What follows belongs to an exercise in optimizing a design on an open flow for small area and a short achievable clock period; a production flow would make more cautious choices.
Only simulation tests tie the RTL to the original design; equivalence was not proved.

--- flow/run.sh ---
#!/bin/bash
# synth_recipe.tcl (not shown) runs the flow's synth.tcl, then flattens the netlist and writes it again
# the make line also repeats each setting of config.mk as NAME=value (left out here)
make -C /OpenROAD-flow-scripts/flow DESIGN_CONFIG=/design/flow/config.mk WORK_HOME=/design/flow/orfs CLKGATE_MAP_FILE= SYNTH_SCRIPT=/design/flow/synth_recipe.tcl finish
--- flow/config.mk ---
export PLATFORM = sky130hd
export DESIGN_NAME = fp32_adder_tree_8_inputs
export DESIGN_NICKNAME = fp32_adder_tree_8_inputs
export VERILOG_FILES = /design/flow/design.v
export SDC_FILE = /design/flow/constraint.sdc
export NUM_CORES = 8
export LEC_CHECK = 0
export CAP_MARGIN = 20
export CORE_MARGIN = 2
export CORE_UTILIZATION = 40
export SLEW_MARGIN = 20
--- flow/constraint.sdc ---
create_clock -name core_clock -period 64.0 [get_ports {clk}]
set_input_delay 12.8000 -clock core_clock [delete_from_list [all_inputs] [get_ports {clk}]]
set_output_delay 12.8000 -clock core_clock [all_outputs]
set_load 0.01 [all_outputs]
--- flow/design.v ---
module full_adder (
    input wire a,
    input wire b,
    input wire cin,
    output wire sum,
    output wire cout
);
    assign sum = a ^ b ^ cin;
    assign cout = (a & b) | (a & cin) | (b & cin);
endmodule
module final_adder #(
    parameter WIDTH = 32
)(
    input  wire [WIDTH-1:0] a,
    input  wire [WIDTH-1:0] b,
    output wire [WIDTH:0] sum   
);
    wire [WIDTH:0] carry;
    wire [WIDTH-1:0] p;  
    wire [WIDTH-1:0] g;  
    assign carry[0] = 1'b0;
    genvar i;
    generate
        for (i=0; i<WIDTH; i=i+1) begin : adder
            assign p[i] = a[i] ^ b[i];       
            assign g[i] = a[i] & b[i];       
            assign sum[i] = p[i] ^ carry[i];
            assign carry[i+1] = g[i] | (p[i] & carry[i]);
        end
    endgenerate
    assign sum[WIDTH] = carry[WIDTH];
endmodule
module fp32_unpacker (
    input wire [32-1:0] fp_in,        
    output wire sign,                          
    output wire [8-1:0] exponent,     
    output wire [23-1:0] mantissa,    
    output wire is_zero,                       
    output wire is_inf,                        
    output wire is_nan                        
);
    assign sign = fp_in[32-1];
    assign exponent = fp_in[32-2 : 23];
    assign mantissa = fp_in[23-1 : 0];
    wire exp_all_zeros = (exponent == {8{1'b0}});
    wire exp_all_ones = (exponent == {8{1'b1}});
    wire mant_all_zeros = (mantissa == {23{1'b0}});
    assign is_zero = exp_all_zeros && mant_all_zeros;
    assign is_inf = exp_all_ones && mant_all_zeros;
    assign is_nan = exp_all_ones && !mant_all_zeros;
endmodule
module fp32_aligner #(
    parameter NUM_INPUTS = 8
) (
    input wire [NUM_INPUTS-1:0] signs,
    input wire [NUM_INPUTS*8-1:0] exponents_flat,   
    input wire [NUM_INPUTS*23-1:0] mantissas_flat,  
    input wire [NUM_INPUTS-1:0] is_zeros,
    input wire [NUM_INPUTS-1:0] is_infs,
    input wire [NUM_INPUTS-1:0] is_nans,
    output wire [8-1:0] max_exponent,
    output wire [NUM_INPUTS*(1+ 23 + 8)-1:0] aligned_mantissas_flat,  
    output wire [NUM_INPUTS-1:0] effective_signs
);
genvar i;
wire [NUM_INPUTS-1:0] valid_for_max_exp;
wire [8-1:0] max_exp_stages [0:NUM_INPUTS];
generate
    for (i = 0; i < NUM_INPUTS; i = i + 1) begin : gen_max_exp
        assign valid_for_max_exp[i] = !is_zeros[i] && !is_infs[i] && !is_nans[i];
    end
endgenerate
assign max_exp_stages[0] = 0;
generate
    for (i = 0; i < NUM_INPUTS; i = i + 1) begin : gen_max_exp_stages
        wire [8-1:0] current_exp_for_max = exponents_flat[(i+1)*8-1 : i*8];
        assign max_exp_stages[i+1] = valid_for_max_exp[i] && (current_exp_for_max > max_exp_stages[i]) ? 
                                    current_exp_for_max : max_exp_stages[i];
    end
endgenerate
assign max_exponent = max_exp_stages[NUM_INPUTS];
generate
    for (i = 0; i < NUM_INPUTS; i = i + 1) begin : align_gen
        wire [8-1:0] current_exp = exponents_flat[i*8 +: 8];
        wire [23-1:0] orig_mant = mantissas_flat[i*23 +: 23];
        wire [8-1:0] effective_biased_exp;
        assign effective_biased_exp = (current_exp == 0 && !is_zeros[i] && max_exponent != 0) ? 1'b1 : current_exp;
        wire [8:0] exp_diff = (effective_biased_exp < max_exponent) ? 
                                     (max_exponent - effective_biased_exp) : 
                                     {(8+1){1'b0}};  
        localparam SHIFT_LIMIT = (1+ 23 + 8);  
        wire [$clog2((1+ 23 + 8)+1)-1:0] shift_amount = 
            (exp_diff > SHIFT_LIMIT) ? SHIFT_LIMIT : exp_diff;
        wire has_implied_bit = !is_zeros[i] && (current_exp != 0);  
        wire [23:0] mant_with_implied = {has_implied_bit, orig_mant};  
        wire [(1+ 23 + 8)-1:0] extended_mant = {mant_with_implied, {8{1'b0}}};  
        wire [(1+ 23 + 8)-1:0] shifted_mant;
        wire sticky_bit;
        wire complete_shift = (shift_amount >= (1+ 23 + 8));
        assign shifted_mant = complete_shift ? 
                            {(1+ 23 + 8){1'b0}} : 
                            (extended_mant >> shift_amount);
        assign sticky_bit = complete_shift ? 
                          |extended_mant : 
                          |(extended_mant & ((1 << shift_amount) - 1));
        wire [(1+ 23 + 8)-1:0] aligned_mant;
        assign aligned_mant = (is_zeros[i] | is_infs[i] | is_nans[i]) ? 
                             {(1+ 23 + 8){1'b0}} : 
                             {shifted_mant[(1+ 23 + 8)-1:1],   
                              shifted_mant[0] | sticky_bit};           
        assign aligned_mantissas_flat[i*(1+ 23 + 8) +: (1+ 23 + 8)] = aligned_mant;
    end
endgenerate
assign effective_signs = signs;
endmodule
module wallace_tree_8_inputs #(
    parameter NUM_INPUTS = 8,                   
    parameter WIDTH = 34           
) (
    input  wire [NUM_INPUTS*WIDTH-1:0] data_in,   
    output wire [WIDTH+1:0] final_result          
);
    wire [WIDTH-1:0] inputs [0:NUM_INPUTS-1];
    genvar i;
    generate
        for (i = 0; i < NUM_INPUTS; i = i + 1) begin : unpack_inputs
            assign inputs[i] = data_in[(i+1)*WIDTH-1 : i*WIDTH];
        end
    endgenerate
    wire [WIDTH-1:0] layer1 [0:5];
    genvar b;
    generate
        for (b = 0; b < WIDTH; b = b + 1) begin : layer1_compress
            wire [7:0] input_bits = {
                inputs[7][b], inputs[6][b], inputs[5][b], inputs[4][b],
                inputs[3][b], inputs[2][b], inputs[1][b], inputs[0][b]
            };
            wire fa1_sum, fa1_carry;
            full_adder fa1 (
                .a(input_bits[0]), 
                .b(input_bits[1]), 
                .cin(input_bits[2]), 
                .sum(fa1_sum), 
                .cout(fa1_carry)
            );
            wire fa2_sum, fa2_carry;
            full_adder fa2 (
                .a(input_bits[3]), 
                .b(input_bits[4]), 
                .cin(input_bits[5]), 
                .sum(fa2_sum), 
                .cout(fa2_carry)
            );
            assign layer1[0][b] = fa1_sum;         
            assign layer1[1][b] = fa2_sum;         
            assign layer1[2][b] = input_bits[6];   
            assign layer1[3][b] = input_bits[7];   
            assign layer1[4][b] = fa1_carry;       
            assign layer1[5][b] = fa2_carry;       
        end
    endgenerate
    wire [WIDTH-1:0] layer2 [0:3];
    generate
        for (b = 0; b < WIDTH; b = b + 1) begin : layer2_compress
            wire carry1_from_prev;
            wire carry2_from_prev;
            if (b == 0) begin
                assign carry1_from_prev = 1'b0;
                assign carry2_from_prev = 1'b0;
            end else begin
                assign carry1_from_prev = layer1[4][b-1];
                assign carry2_from_prev = layer1[5][b-1];
            end
            wire [5:0] input_bits = {
                carry1_from_prev,      
                carry2_from_prev,      
                layer1[0][b],          
                layer1[1][b],          
                layer1[2][b],          
                layer1[3][b]           
            };
            wire fa1_sum, fa1_carry;
            full_adder fa1 (
                .a(input_bits[0]), 
                .b(input_bits[1]), 
                .cin(input_bits[2]), 
                .sum(fa1_sum), 
                .cout(fa1_carry)
            );
            wire fa2_sum, fa2_carry;
            full_adder fa2 (
                .a(input_bits[3]), 
                .b(input_bits[4]), 
                .cin(input_bits[5]), 
                .sum(fa2_sum), 
                .cout(fa2_carry)
            );
            assign layer2[0][b] = fa1_sum;     
            assign layer2[1][b] = fa2_sum;     
            assign layer2[2][b] = fa1_carry;   
            assign layer2[3][b] = fa2_carry;   
        end
    endgenerate
    wire [WIDTH-1:0] layer3 [0:2];
    generate
        for (b = 0; b < WIDTH; b = b + 1) begin : layer3_compress
            wire carry1_from_prev;
            wire carry2_from_prev;
            if (b == 0) begin
                assign carry1_from_prev = 1'b0;
                assign carry2_from_prev = 1'b0;
            end else begin
                assign carry1_from_prev = layer2[2][b-1];
                assign carry2_from_prev = layer2[3][b-1];
            end
            wire [3:0] input_bits = {
                carry1_from_prev,      
                carry2_from_prev,      
                layer2[0][b],          
                layer2[1][b]           
            };
            wire fa_sum, fa_carry;
            full_adder fa (
                .a(input_bits[0]), 
                .b(input_bits[1]), 
                .cin(input_bits[2]), 
                .sum(fa_sum), 
                .cout(fa_carry)
            );
            assign layer3[0][b] = fa_sum;         
            assign layer3[1][b] = input_bits[3];  
            assign layer3[2][b] = fa_carry;       
        end
    endgenerate
    wire [WIDTH-1:0] sum_out, carry_out;
    generate
        for (b = 0; b < WIDTH; b = b + 1) begin : layer4_compress
            wire carry_from_prev;
            if (b == 0) begin
                assign carry_from_prev = 1'b0;
            end else begin
                assign carry_from_prev = layer3[2][b-1];
            end
            wire [2:0] input_bits = {
                carry_from_prev,       
                layer3[0][b],          
                layer3[1][b]           
            };
            wire fa_sum, fa_carry;
            full_adder fa (
                .a(input_bits[0]), 
                .b(input_bits[1]), 
                .cin(input_bits[2]), 
                .sum(fa_sum), 
                .cout(fa_carry)
            );
            assign sum_out[b] = fa_sum;      
            assign carry_out[b] = fa_carry;  
        end
    endgenerate
    wire [WIDTH:0] sum_extended = {1'b0, sum_out};       
    wire [WIDTH:0] carry_extended = {carry_out, 1'b0};   
    final_adder #(
        .WIDTH(WIDTH + 1)   
    ) u_final_adder (
        .a(sum_extended),
        .b(carry_extended),
        .sum(final_result)
    );
endmodule
module fp32_normalizer_rounder #(
    parameter IN_WIDTH = 34 + 1  
) (
    input wire [IN_WIDTH-1:0] mant_raw,             
    input wire [8-1:0] exp_in,       
    input wire sign_in,                             
    output wire [32-1:0] fp_out,          
    output reg overflow,                            
    output reg underflow,                           
    output reg zero_out                             
);
localparam TARGET_POS        = 23 + 1;         
localparam NORM_MANT_WIDTH   = TARGET_POS + 8;     
localparam EXP_MAX           = ((1<<8) - 1);   
localparam ZERO_EXP          = {8{1'b0}};      
reg [32-1:0] fp_out_reg;
assign fp_out = fp_out_reg;
reg signed [8+1:0] adjusted_exp;            
reg [NORM_MANT_WIDTH-1:0] normalized_mant;              
reg [IN_WIDTH+8-1:0] extended_mant;           
integer current_msb_pos;                                
integer logical_shift;                                  
reg [23-1:0] rounded_mant;                
reg signed [8+1:0] final_exp;               
reg carry_out_rounding;                                 
reg g, r, s, lsb;                                       
reg round_up;                                           
reg [NORM_MANT_WIDTH-1:0] denorm_mant;                  
integer denorm_shift;                                   
reg [23:0] dn_mant24_pre;                
reg [23:0] dn_mant24_rounded;            
reg dn_g, dn_r, dn_s, dn_lsb, dn_round_up, dn_carry24;
reg temp_sticky;
reg sticky;                                             
reg is_denorm_input;                                    
reg [IN_WIDTH-1:0] denorm_shifted;                      
integer sticky_i;
always @(*) begin 
    zero_out = 1'b0;
    overflow = 1'b0;
    underflow = 1'b0;
    adjusted_exp = {(8+1){1'b0}};
    normalized_mant = {NORM_MANT_WIDTH{1'b0}};
    current_msb_pos = -1;
    sticky = 1'b0;
    is_denorm_input = (exp_in == 0 && mant_raw != 0);
    extended_mant = {mant_raw, {8{1'b0}}}; 
    if (mant_raw == 0) begin
        zero_out = 1'b1;
    end else begin
        current_msb_pos = -1;
        for (sticky_i = 0; sticky_i < IN_WIDTH; sticky_i = sticky_i + 1) begin
            if (mant_raw[sticky_i]) begin
                current_msb_pos = sticky_i;
            end
        end
        logical_shift = current_msb_pos - (TARGET_POS - 1); 
        if (logical_shift > 0) begin 
            temp_sticky = 1'b0;
            for (sticky_i = 0; sticky_i < (IN_WIDTH + 8); sticky_i = sticky_i + 1) begin
                if (sticky_i < logical_shift) begin
                    temp_sticky = temp_sticky | extended_mant[sticky_i];
                end
            end
            sticky = temp_sticky;
            normalized_mant = extended_mant >> logical_shift;
        end else if (logical_shift < 0) begin 
            normalized_mant = extended_mant << (-logical_shift);
        end else begin
            normalized_mant = extended_mant;
        end
        if (is_denorm_input) begin
            if (current_msb_pos < TARGET_POS - 1) begin
                adjusted_exp = 0;  
            end else begin
                adjusted_exp = 1 + logical_shift - 8;  
            end
        end else begin
            adjusted_exp = exp_in + logical_shift - 8;
        end
    end
end
always @(*) begin
    rounded_mant = normalized_mant[NORM_MANT_WIDTH-1:8];
    final_exp = adjusted_exp;
    carry_out_rounding = 1'b0;
    if (!zero_out) begin
        g   = normalized_mant[8-1];               
        r   = normalized_mant[8-2];               
        s   = |normalized_mant[8-3:0] | sticky;  
        lsb = rounded_mant[0];                              
        round_up = (g & (r | s)) | (g & ~r & ~s & lsb);
        if (round_up) begin
            {carry_out_rounding, rounded_mant} = rounded_mant + 1;
            if (carry_out_rounding) begin
                rounded_mant = {23{1'b0}};   
                final_exp = final_exp + 1;
            end
        end
    end
end
always @(*) begin
    if (zero_out) begin
        fp_out_reg = {sign_in, ZERO_EXP, {23{1'b0}}};
        underflow = 1'b0;
        overflow = 1'b0;
    end else if (final_exp >= EXP_MAX) begin
        fp_out_reg = {sign_in, {8{1'b1}}, {23{1'b0}}};
        overflow = 1'b1;
        underflow = 1'b0;
    end else if (final_exp <= 0) begin
        underflow = 1'b1;
        overflow = 1'b0;
        if (is_denorm_input && final_exp == 0) begin
            denorm_shifted = mant_raw >> 8;
            fp_out_reg = {sign_in, ZERO_EXP, denorm_shifted[23-1:0]};
        end else begin 
            denorm_shift = 1 - final_exp;
            denorm_mant = normalized_mant;
            temp_sticky = 1'b0;
            for (sticky_i = 0; sticky_i < NORM_MANT_WIDTH; sticky_i = sticky_i + 1) begin
                if (sticky_i < denorm_shift) begin
                    temp_sticky = temp_sticky | denorm_mant[sticky_i];
                end
            end
            denorm_mant = denorm_mant >> denorm_shift;
            dn_mant24_pre = denorm_mant[NORM_MANT_WIDTH-1:8];
            dn_g = denorm_mant[8-1];
            dn_r = denorm_mant[8-2];
            dn_s = (|denorm_mant[8-3:0]) | temp_sticky;
            dn_lsb = dn_mant24_pre[0];
            dn_round_up = (dn_g & (dn_r | dn_s)) | (dn_g & ~dn_r & ~dn_s & dn_lsb);
            {dn_carry24, dn_mant24_rounded} = dn_mant24_pre + (dn_round_up ? 1'b1 : 1'b0);
            if (dn_carry24) begin
                fp_out_reg = {sign_in, {8{1'b0}} | 8'd1, {23{1'b0}}};
            end else begin
                fp_out_reg = {sign_in, ZERO_EXP, dn_mant24_rounded[23-1:0]};
            end
        end
    end else begin
        fp_out_reg = {sign_in, final_exp[8-1:0], rounded_mant};
        underflow = 1'b0;
        overflow = 1'b0;
    end
end
endmodule
module fp32_packer (
    input wire final_sign,
    input wire [8-1:0] final_exponent, 
    input wire [23-1:0] final_mantissa, 
    input wire result_is_zero, 
    input wire result_is_inf,  
    input wire result_is_nan,  
    output wire [32-1:0] fp_out 
);
    localparam FP32_QNAN     = {1'b0, {8{1'b1}}, {1'b1, {(23-1){1'b0}}}};  
    localparam FP32_POS_INF  = {1'b0, {8{1'b1}}, {23{1'b0}}};
    localparam FP32_NEG_INF  = {1'b1, {8{1'b1}}, {23{1'b0}}};
    localparam FP32_POS_ZERO = {1'b0, {(8 + 23){1'b0}}};
    localparam FP32_NEG_ZERO = {1'b1, {(8 + 23){1'b0}}};
    assign fp_out = result_is_nan ? FP32_QNAN :
                    result_is_inf ? (final_sign ? FP32_NEG_INF : FP32_POS_INF) :
                    result_is_zero ? (final_sign ? FP32_NEG_ZERO : FP32_POS_ZERO) :
                    {final_sign, final_exponent, final_mantissa};  
endmodule
module fp32_adder_tree_8_inputs (
    input wire clk,                                       
    input wire rst_n,                                     
    input wire [127:0] dvr_fp32addtree8to1_s0,           
    input wire [127:0] dvr_fp32addtree8to1_s1,           
    input wire [2:0] cru_fp32addtree8to1,                
    output reg [127:0] dr_fp32addtree8to1_d               
);
    localparam NUM_INPUTS = 8;
    genvar i, j, k;
    wire cmd_valid;
    wire [1:0] dest_reg_idx;
    assign cmd_valid = cru_fp32addtree8to1[2];             
    assign dest_reg_idx = cru_fp32addtree8to1[1:0];        
    wire [15:0] s0_16bit_data [0:7];   
    wire [15:0] s1_16bit_data [0:7];   
    assign s0_16bit_data[0] = dvr_fp32addtree8to1_s0[15:0];
    assign s0_16bit_data[1] = dvr_fp32addtree8to1_s0[31:16];
    assign s0_16bit_data[2] = dvr_fp32addtree8to1_s0[47:32];
    assign s0_16bit_data[3] = dvr_fp32addtree8to1_s0[63:48];
    assign s0_16bit_data[4] = dvr_fp32addtree8to1_s0[79:64];
    assign s0_16bit_data[5] = dvr_fp32addtree8to1_s0[95:80];
    assign s0_16bit_data[6] = dvr_fp32addtree8to1_s0[111:96];
    assign s0_16bit_data[7] = dvr_fp32addtree8to1_s0[127:112];
    assign s1_16bit_data[0] = dvr_fp32addtree8to1_s1[15:0];
    assign s1_16bit_data[1] = dvr_fp32addtree8to1_s1[31:16];
    assign s1_16bit_data[2] = dvr_fp32addtree8to1_s1[47:32];
    assign s1_16bit_data[3] = dvr_fp32addtree8to1_s1[63:48];
    assign s1_16bit_data[4] = dvr_fp32addtree8to1_s1[79:64];
    assign s1_16bit_data[5] = dvr_fp32addtree8to1_s1[95:80];
    assign s1_16bit_data[6] = dvr_fp32addtree8to1_s1[111:96];
    assign s1_16bit_data[7] = dvr_fp32addtree8to1_s1[127:112];
    wire [32-1:0] current_fp_input [0:NUM_INPUTS-1];
    assign current_fp_input[0] = {s1_16bit_data[0], s0_16bit_data[0]};
    assign current_fp_input[1] = {s1_16bit_data[1], s0_16bit_data[1]};
    assign current_fp_input[2] = {s1_16bit_data[2], s0_16bit_data[2]};
    assign current_fp_input[3] = {s1_16bit_data[3], s0_16bit_data[3]};
    assign current_fp_input[4] = {s1_16bit_data[4], s0_16bit_data[4]};
    assign current_fp_input[5] = {s1_16bit_data[5], s0_16bit_data[5]};
    assign current_fp_input[6] = {s1_16bit_data[6], s0_16bit_data[6]};
    assign current_fp_input[7] = {s1_16bit_data[7], s0_16bit_data[7]};
    wire [8-1:0] temp_exponent [0:NUM_INPUTS-1];
    wire [23-1:0] temp_mantissa [0:NUM_INPUTS-1];
    wire [NUM_INPUTS-1:0] signs;
    wire [NUM_INPUTS*8-1:0] exponents_flat;
    wire [NUM_INPUTS*23-1:0] mantissas_flat;
    wire [NUM_INPUTS-1:0] is_zeros;
    wire [NUM_INPUTS-1:0] is_infs;
    wire [NUM_INPUTS-1:0] is_nans;
    wire any_valid_positive;
    wire no_positive_contribution_present;
    assign any_valid_positive = |(~is_nans & ~is_infs & ~signs);
    assign no_positive_contribution_present = ~any_valid_positive;
    generate
        for (i = 0; i < NUM_INPUTS; i = i + 1) begin : unpack_gen
            fp32_unpacker unpacker_inst (
                .fp_in(current_fp_input[i]),
                .sign(signs[i]),
                .exponent(temp_exponent[i]),
                .mantissa(temp_mantissa[i]),
                .is_zero(is_zeros[i]),
                .is_inf(is_infs[i]),
                .is_nan(is_nans[i])
            );
            assign exponents_flat[(i+1)*8-1 : i*8] = temp_exponent[i];
            assign mantissas_flat[(i+1)*23-1 : i*23] = temp_mantissa[i];
        end
    endgenerate
    wire any_nan_in;
    wire [NUM_INPUTS-1:0] is_pos_inf;
    wire [NUM_INPUTS-1:0] is_neg_inf;
    wire any_pos_inf;
    wire any_neg_inf;
    wire result_is_nan_condition;
    wire result_is_inf_condition;
    wire result_inf_sign;
    assign any_nan_in = |is_nans;
    assign is_pos_inf = is_infs & ~signs;
    assign is_neg_inf = is_infs & signs;
    assign any_pos_inf = |is_pos_inf;
    assign any_neg_inf = |is_neg_inf;
    assign result_is_nan_condition = any_nan_in || (any_pos_inf && any_neg_inf);
    assign result_is_inf_condition = !result_is_nan_condition && (any_pos_inf ^ any_neg_inf);
    assign result_inf_sign = any_neg_inf;
    wire [8-1:0] max_exponent;
    wire [NUM_INPUTS*(1+ 23 + 8)-1:0] aligned_mantissas_flat;
    wire [NUM_INPUTS-1:0] effective_signs;
    fp32_aligner #(
        .NUM_INPUTS(NUM_INPUTS)
    ) aligner_inst (
        .signs(signs),
        .exponents_flat(exponents_flat),
        .mantissas_flat(mantissas_flat),
        .is_zeros(is_zeros),
        .is_infs(is_infs),
        .is_nans(is_nans),
        .max_exponent(max_exponent),
        .aligned_mantissas_flat(aligned_mantissas_flat),
        .effective_signs(effective_signs)
    );
    wire [34-1:0] pos_mants [0:NUM_INPUTS-1];
    wire [34-1:0] neg_mants [0:NUM_INPUTS-1];
    generate
        for (j = 0; j < NUM_INPUTS; j = j + 1) begin : pos_neg_group
            wire [(1+ 23 + 8)-1:0] this_aligned_mantissa;
            wire [34-1:0] mantissa_ext;
            assign this_aligned_mantissa = aligned_mantissas_flat[(j+1)*(1+ 23 + 8)-1 : j*(1+ 23 + 8)];
            assign mantissa_ext = {1'b0, this_aligned_mantissa};
            assign pos_mants[j] = (effective_signs[j] == 1'b0) ? mantissa_ext : {34{1'b0}};
            assign neg_mants[j] = (effective_signs[j] == 1'b1) ? mantissa_ext : {34{1'b0}};
        end
    endgenerate
    wire [NUM_INPUTS*34-1:0] pos_mants_flat;
    wire [NUM_INPUTS*34-1:0] neg_mants_flat;
    generate
        for (k = 0; k < NUM_INPUTS; k = k + 1) begin : flatten_mants
            assign pos_mants_flat[(k+1)*34-1 : k*34] = pos_mants[k];
            assign neg_mants_flat[(k+1)*34-1 : k*34] = neg_mants[k];
        end
    endgenerate
    wire [34+1:0] pos_sum;
    wire [34+1:0] neg_sum;
    wallace_tree_8_inputs #(
        .NUM_INPUTS(NUM_INPUTS),
        .WIDTH(34)
    ) wallace_pos_sum_inst (
        .data_in(pos_mants_flat),
        .final_result(pos_sum)
    );
    wallace_tree_8_inputs #(
        .NUM_INPUTS(NUM_INPUTS),
        .WIDTH(34)
    ) wallace_neg_sum_inst (
        .data_in(neg_mants_flat),
        .final_result(neg_sum)
    );
    wire signed [34+1:0] wallace_final_result;
    assign wallace_final_result = $signed(pos_sum) - $signed(neg_sum);
    wire result_sign;
    wire [34+1:0] result_mant_raw;
    assign result_sign = (wallace_final_result == 0) ? no_positive_contribution_present : (wallace_final_result < 0);
    assign result_mant_raw = result_sign ? -wallace_final_result : wallace_final_result;
    wire [32-1:0] normalized_fp_out;
    wire norm_overflow;
    wire norm_underflow;
    wire norm_zero_out;
    fp32_normalizer_rounder #(
        .IN_WIDTH(34 + 2) 
    ) normalizer_rounder_inst (
        .mant_raw(result_mant_raw),   
        .exp_in(max_exponent),
        .sign_in(result_sign),
        .fp_out(normalized_fp_out),
        .overflow(norm_overflow),
        .underflow(norm_underflow),
        .zero_out(norm_zero_out)
    );
    wire packer_sign;
    wire [8-1:0] packer_exp;
    wire [23-1:0] packer_mant;
    wire is_zero_out;
    wire final_special_sign;
    wire [32-1:0] fp_sum_result;
    assign packer_sign = normalized_fp_out[32-1];
    assign packer_exp = normalized_fp_out[32-2 : 23];
    assign packer_mant = normalized_fp_out[23-1 : 0];
    assign is_zero_out = !result_is_nan_condition && !result_is_inf_condition && !norm_overflow && norm_zero_out;
    assign final_special_sign = (result_is_inf_condition || norm_overflow) ? (result_is_inf_condition ? result_inf_sign : result_sign)
                              : is_zero_out ? result_sign
                              : packer_sign;
    fp32_packer packer_inst (
        .final_sign(final_special_sign),
        .final_exponent(packer_exp),  
        .final_mantissa(packer_mant),
        .result_is_zero(is_zero_out),
        .result_is_inf(result_is_inf_condition || norm_overflow),
        .result_is_nan(result_is_nan_condition),
        .fp_out(fp_sum_result)
    );
    reg [127:0] dr_next;
    always @(*) begin
        dr_next = 128'b0;
        if (cmd_valid) begin
            case (dest_reg_idx)
                2'b00: dr_next[31:0]   = fp_sum_result;
                2'b01: dr_next[63:32]  = fp_sum_result;
                2'b10: dr_next[95:64]  = fp_sum_result;
                2'b11: dr_next[127:96] = fp_sum_result;
            endcase
        end
    end
    always @(posedge clk or negedge rst_n) begin
        if (!rst_n) begin
            dr_fp32addtree8to1_d <= 128'b0;
        end else begin
            dr_fp32addtree8to1_d <= dr_next;
        end
    end
endmodule
==> summary.txt <==
final cells by class:
cell class              count  area share
multi-input cells        6474       0.744
repair buffers            848       0.114
flip-flops and latches    128      0.0494
inverters                 815      0.0472
well taps                1876      0.0362
clock buffers              19     0.00683
clock inverters            13     0.00266
diodes                     11    0.000424
placed cells by master, fill, tap and decap left out, types with 44 or more instances in the layout:
cell type        synthesis  final
nand2_1                885    884
and3_1                  67     67
and2_1                 114    113
a21oi_1                484    473
o21ai_0                329    322
xnor2_1                111    108
nand3_1                210    210
clkdlybuf4s50_1          0    386
buf_4                   11    456
o31ai_1                 57     55
ha_1                   193    193
nand2b_1                75     73
a21o_1                 118    118
o211ai_1                60     60
o22ai_1                 71     70
nor2_1                 850    845
a211oi_1                91     91
fa_1                   452    452
nor4_1                 117    110
mux2i_1                550    548
inv_1                  805    805
dfrtp_1                128    128
a22oi_1                 44     44
mux2_2                  68     68
nor2b_1                 97     96
nand4_1                152    152
xor2_1                  68     67
or2_2                   50     50
nor3_1                 286    279
a31oi_1                 99     99
synth_stat cells, types with 71 or more instances:
master,count,share of area
xnor2_1,111,0.017
dfrtp_1,128,0.057
o21ai_0,329,0.029
nand2b_1,75,0.0084
nand4_1,152,0.017
clkbuf_1,288,0.019
mux2i_1,550,0.099
a31oi_1,99,0.011
nor2b_1,97,0.011
a21oi_1,484,0.043
a211oi_1,91,0.012
and2_1,114,0.013
nand2_1,885,0.059
nor4_1,117,0.013
a21o_1,118,0.016
nor3_1,286,0.026
o22ai_1,71,0.0080
fa_1,452,0.16
ha_1,193,0.043
nor2_1,850,0.057
nand3_1,210,0.019
inv_1,805,0.054
cell families (layout without fill, tap and decap cells):
logic type | count (synthesis) | after routing | synth area share
and+or+nand+nor | 3137 | 3137 | 0.272
AOI/OAI and AO/OA | 1848 | 1848 | 0.222
buffers and inverters | 1225 | 1695 | 0.0855
muxes | 658 | 658 | 0.128
adders and majority gates | 648 | 648 | 0.206
xor gates and xnor gates | 183 | 183 | 0.0294
DFF | 128 | 128 | 0.0574
other | 0 | 11 | 0
worst max-delay path: cells and delay by family:
family | cells | cell delay [ns]
adders and majority gates | 50 | 18.58
muxes | 8 | 2.25
AOI/OAI and AO/OA | 54 | 11.67
xor gates and xnor gates | 1 | 0.11
and+or+nand+nor | 48 | 12.29
buffers and inverters | 23 | 3.73
routing by layer:
metal	wire length [um]	global-route usage	vias up
met4	12200	0.134	36
met1	133000	0.602	32488
met2	129000	0.622	4298
met3	39200	0.123	591
met5	564	0.00789	-
li1	-	-	28646
how the worst max path moves through the flow:
stage / from / to / cells after the start
6_report: dvr_fp32addtree8to1_s1[12] / dr_fp32addtree8to1_d[82] / 184
5_1_grt: dvr_fp32addtree8to1_s1[11] / dr_fp32addtree8to1_d[18] / 200
4_1_cts: dvr_fp32addtree8to1_s1[12] / dr_fp32addtree8to1_d[82] / 196
3_5_place_dp: dvr_fp32addtree8to1_s1[12] / dr_fp32addtree8to1_d[82] / 196
3_3_place_gp: dvr_fp32addtree8to1_s1[12] / dr_fp32addtree8to1_d[82] / 194
2_1_floorplan: dvr_fp32addtree8to1_s1[9] / dr_fp32addtree8to1_d[18] / 207
timing repair:
action,CTS,global route
hold endpoints to repair,0,0
setup buffers,0,14
resized for setup,0,42
setup endpoints to repair,0,124
stage by stage:
stage	hold WS [ns]	instances	setup slack, ns
after floorplan	12.50	7827	1.55
after detailed placement	12.90	10127	0.952
final	12.45	10184	2.76
after global placement	12.89	10127	1.46
after global routing	12.52	10177	-0.0484
after CTS	12.46	10159	1.35
==> run_results.csv <==
group,metric,value,unit
outcome,status,"no timing/DRC/antenna violations",
setup_path,cp_slowest_cell,"clkdlybuf4s50_1",
sta,fin_crit,61.24,ns
floorplanning,num_rows,137,
cts,cts_buffers,17,
route,viasPerCell,6.49,
setup_path,crit_top_cell,"fa_1",
synth,yosysSeqAreaShare,0.0574,
route,drt.antenna.violating_nets,0,
floorplanning,initial_core_util,0.402,
cts,cts_buffer_depth,2,
sta,worst_pin_slew,1.22,ns
synth,synth_edf_count,0,
cts,clkSlewWorstSetupHoldPaths,0.06,ns
cells_and_area,fillers,14342,
cells_and_area,top_register,"dr_fp32addtree8to1_d",
route,drt-total-wl,314000,um
sta,fmax,16.3,MHz
setup_path,required,64.26,ns
setup_path,max_stage_delay,0.58,ns
place,gp_congestion,1.08,
cts,cts_root_buf,"clkbuf_16",
job,cap_violations,0,
floorplanning,die_area,143000,sq um
route,dr.pass1.iters,9,
global_route,grt_max_degree,69,
global_route,antenna_found_initial,31,
global_route,overflow,0,
cells_and_area,drive_gt1_frac,0.100,
route,drc,0,
cells_and_area,final_area,64900,sq um
synth,ys.flop_type,"dfrtp_1",
synth,synth_nets,8733,
global_route,grt_pass1_vias,62606,
floorplanning,top_level_ports,389,
floorplanning,coreArea,139000,sq um
cells_and_area,fin_nets,9190,
cells_and_area,area_growth,16.2,%
cells_and_area,utilization,0.467,
sta,finalCritPeriodShare,0.957,
setup_path,critPathMaxFanout,28,
place,detailed_place_hpwl,267000,um
setup_path,cp-end-kind,"flip-flop",
setup_path,start_kind,"input port",
cts,cts.sink_count,128,
cts,cts_tree,"built",
setup_path,crit_type,"input port to flip-flop",
cells_and_area,largest_reg_flops,128,
cts,ctsHoldBuffers,0,
place,port_buffers,388,
cells_and_area,seqCellArea,3200,sq um
sta,setup_viol,0,
synth,synth_cell_types,136,
route,vias,66059,
route,drt_iter0_markers,9165,
synth,async_flop_share,1.00,
global_route,grt_use_total,0.427,
floorplanning,die_h,378,um
cts,cts_max_level,4,
global_route,grt_pass1_wl,449000,um
synth,synth-seq-cells,128,
cells_and_area,largestRegisters,"dr_fp32addtree8to1_d x128",
route,avgRoutedWirePerCell,30.8,um
worst_hold_path,hold_class,"input port to asynchronous set/reset pin",
cells_and_area,multiInputGateArea,48200,sq um
synth,synth_area_per_cell,7.13,sq um
synth,syn_area,55800,sq um
sta,finalHoldViolations,0,
sta,slew_headroom,0.178,
floorplanning,die_w,378,um
setup_path,arrival,61.51,ns
sta,final.setup.tns,0,ns
place,placed_area,63900,sq um
synth,synth_warnings,4,
sta,finalMaxSlewViolations,0,
synth,netlist_instances,7827,

[re-timing with driven ports]
In the flow no input, the clock included, has a driving cell. The finished layout below was timed again as built, in two steps. Step 1 sets driving cells, clkbuf_16 on the clock port and buf_2 on the other inputs (assumed; they add their load-dependent delay and slew). Step 2 times the ports against the registers' clock, not the clock port: input delays grow and output delays shrink by t, the midpoint of the rising clock arrivals with the driver on. Three values: ideal ports, drivers, drivers and shift; two values: the first two.
t, ns: 0.455
slack for setup (ns): 2.757 / 2.781 / 2.326
worst setup path after step 2: input to register
cell pins on the clock port's net: 1
After both steps setup and hold are still met in this run. The setup slack of this run moves by +0.024 ns with the drivers and by -0.431 ns with both steps.
